This is an optimization exercise on Yosys and OpenROAD, whose aim is small area, a short achievable clock period and few clock cycles, not a production implementation.
Power is estimated from default activity; no workload was simulated.

==> flow/design.v <==
module SME(clk,reset,chardata,isstring,ispattern,valid,match,match_index);
input clk;
input reset;
input [7:0] chardata;
input isstring;
input ispattern;
output match;
output [4:0] match_index;
output valid;
localparam N = 33;
reg [7:0] ring [0:N-1];
reg [N-1:0] vld;
reg [N-1:0] d;
reg [5:0] p;           
reg [3:0] m;           
reg [4:0] pm;          
reg str_r, pat_r;
reg valid_r, match_r;
reg [4:0] idx_r;
wire first = ~pat_r;
wire newstr = isstring & ~str_r;
wire is_beg = (chardata == 8'h5E);
wire is_end = (chardata == 8'h24);
wire is_any = (chardata == 8'h2E);
wire [7:0] cc = (is_beg | is_end) ? 8'h20 : chardata;
integer i;
always @(posedge clk) begin
    ring[0] <= isstring ? chardata : ring[N-1];
    for (i = 1; i < N; i = i + 1)
        ring[i] <= ring[i-1];
    vld[0] <= isstring | (vld[N-1] & ~newstr);
    for (i = 1; i < N; i = i + 1)
        vld[i] <= vld[i-1] & ~newstr;
end
reg [N-1:0] eq, vb, ve, d_next;
always @(*) begin
    for (i = 0; i < N; i = i + 1) begin
        eq[i] = is_any | (ring[i] == cc);
        vb[i] = ~vld[i] & vld[(i+N-1)%N];    
        ve[i] = ~vld[i] & vld[(i+1)%N];      
    end
    for (i = 0; i < N; i = i + 1)
        d_next[(i+1)%N] = ((eq[i] & vld[i]) | (first & is_beg & vb[i]) | (is_end & ve[i]))
                          & (first | d[(i+1)%N]);
end
always @(posedge clk) d <= d_next;
reg [5:0] p_next;
reg [3:0] m_next;
always @(*) begin
    p_next = newstr ? 6'd0 : (p == N-1) ? 6'd0 : p + 6'd1;
    m_next = m;
    if (ispattern)
        m_next = first ? {3'd0, ~is_beg} : m + 4'd1;
end
always @(posedge clk) begin
    p <= p_next;
    m <= m_next;
    pm <= p_next[4:0] - {1'b0, m_next} + 5'd1;
end
always @(posedge clk or posedge reset) begin
    if (reset) begin
        str_r <= 1'b0;
        pat_r <= 1'b0;
        valid_r <= 1'b0;
    end else begin
        str_r <= isstring;
        pat_r <= ispattern;
        valid_r <= pat_r & ~ispattern;
    end
end
reg [N-1:0] lo;
reg [5:0] jl, jd;
always @(*) begin
    for (i = 0; i < N; i = i + 1)
        lo[i] = d[i] & (i <= p);
    jl = 6'd0;
    jd = 6'd0;
    for (i = 0; i < N; i = i + 1) begin
        if (lo[i]) jl = i;
        if (d[i]) jd = i;
    end
end
wire [4:0] idx_lo = pm - jl[4:0];
wire [4:0] idx_wr = pm - jd[4:0] + 5'd1;
always @(posedge clk) begin
    match_r <= |d;
    idx_r <= (|lo) ? idx_lo : idx_wr;
end
assign valid = valid_r;
assign match = match_r;
assign match_index = idx_r;
endmodule
clock: 6.5 ns
lec_check: 0
cap_margin: 20
core_margin: 2
core_utilization: 60
setup_slack_margin: 4.0
slew_margin: 20
run.sh (not shown) runs the stock make flow with config.mk's settings and CLKGATE_MAP_FILE= SYNTH_SCRIPT=/design/flow/synth_recipe.tcl, a recipe that flattens the netlist after the stock synthesis.
The starting point ran to the end with no violations.
==> next run, changes <==
==> flow/design.v (replaced) <==
module SME(clk,reset,chardata,isstring,ispattern,valid,match,match_index);
input clk;
input reset;
input [7:0] chardata;
input isstring;
input ispattern;
output match;
output [4:0] match_index;
output valid;
localparam N = 33;
reg [7:0] ring [0:N-1];
reg [N-1:0] vld;
reg [N-1:0] d;
reg [5:0] p;           
reg [3:0] m;           
reg [4:0] pm;          
reg str_r, pat_r, anch;
reg valid_r, match_r;
reg [4:0] idx_r;
wire first = ~pat_r;
wire newstr = isstring & ~str_r;
wire is_beg = (chardata == 8'h5E);
wire is_end = (chardata == 8'h24);
wire is_any = (chardata == 8'h2E);
integer i;
always @(posedge clk) begin
    ring[0] <= isstring ? chardata : ring[N-1];
    for (i = 1; i < N; i = i + 1)
        ring[i] <= ring[i-1];
    vld[0] <= isstring | (vld[N-1] & ~newstr);
    for (i = 1; i < N; i = i + 1)
        vld[i] <= vld[i-1] & ~newstr;
end
reg [N-1:0] sp, eq, begok, endok, x, d_next;
always @(*) begin
    for (i = 0; i < N; i = i + 1) begin
        sp[i] = (ring[i] == 8'h20);
        eq[i] = is_any | (ring[i] == chardata);
    end
    for (i = 0; i < N; i = i + 1) begin
        begok[i] = vld[i] & (~vld[(i+1)%N] | sp[(i+1)%N]);
        endok[i] = ~vld[(i+N-1)%N] | sp[(i+N-1)%N];
        x[i] = first ? vld[i] : anch ? begok[i] : (d[(i+1)%N] & vld[i]);
    end
    for (i = 0; i < N; i = i + 1)
        d_next[(i+1)%N] = is_end ? (d[i] & endok[i]) : (eq[i] & x[i]);
end
always @(posedge clk) d <= d_next;
reg [5:0] p_next;
reg [3:0] m_next;
always @(*) begin
    p_next = newstr ? 6'd0 : (p == N-1) ? 6'd0 : p + 6'd1;
    m_next = m;
    if (ispattern) begin
        if (first)
            m_next = is_beg ? 4'd0 : 4'd1;
        else if (!is_end)
            m_next = m + 4'd1;
    end
end
always @(posedge clk) begin
    p <= p_next;
    m <= m_next;
    pm <= p_next[4:0] - {1'b0, m_next} + 5'd1;
    anch <= first & is_beg;
end
always @(posedge clk or posedge reset) begin
    if (reset) begin
        str_r <= 1'b0;
        pat_r <= 1'b0;
        valid_r <= 1'b0;
    end else begin
        str_r <= isstring;
        pat_r <= ispattern;
        valid_r <= pat_r & ~ispattern;
    end
end
reg [N-1:0] lo;
reg [4:0] jl, jd;
reg wrap;
always @(*) begin
    for (i = 0; i < N; i = i + 1)
        lo[i] = d[i] & (i <= p);
    jl = 5'd0;
    jd = 5'd0;
    for (i = 0; i < N; i = i + 1) begin
        if (lo[i]) jl = i;
        if (d[i]) jd = i;
    end
    wrap = ~|lo;
end
always @(posedge clk) begin
    match_r <= |d;
    idx_r <= pm - (wrap ? jd : jl) + {4'd0, wrap};
end
assign valid = valid_r;
assign match = match_r;
assign match_index = idx_r;
endmodule
Outcome: Final cell count drops by about 1.6%; area after synthesis climbs by about 1.4%; design area drops by about 4%; worst hold slack improved by 0.017 ns; worst setup slack got worse by 0.48 ns; clock skew drops by 0.0049 ns; die area climbs by about 1.4%; global-route usage drops by 2.7 points; clock power barely changes; fmax drops by about 12%; utilization drops by 3.4 points; via count drops by about 1.3%.
No functional check of the RTL was part of any run of this note.

==> static timing again, ports no longer ideal <==
In the flow no input, the clock included, has a driving cell. The finished layouts below were timed again as built, in two steps. Step 1 (the two cells are an assumption about what drives the block):
set clk [get_ports {clk}]
set_driving_cell -lib_cell sky130_fd_sc_hd__clkbuf_16 $clk
set_driving_cell -lib_cell sky130_fd_sc_hd__buf_2 [delete_from_list [all_inputs] $clk]
Step 2 adds t to the input delays and takes it off the output delays; t is the mean of the earliest and latest rising clock arrival at the registers after step 1. Input paths then give back, and output paths get back, about the clock's delay inside the block. a / b / c = no drivers / after step 1 / after step 2; a / b = the first two.
run | shift t [ns] | setup WS [ns] | hold WS [ns] | latest minus earliest clock arrival (ns)
the first run | 0.571 | 3.066 / 3.066 / 2.961 | 0.351 / 0.351 / 0.351 | 0.022 / 0.023
the second run | 0.565 | 2.587 / 2.587 / 2.091 | 0.368 / 0.368 / 0.368 | 0.017 / 0.018
After both steps every run listed still meets setup and hold. The setup slack of the second run, which loses most, moves by 0.000 ns with the drivers and by -0.496 ns with both steps.
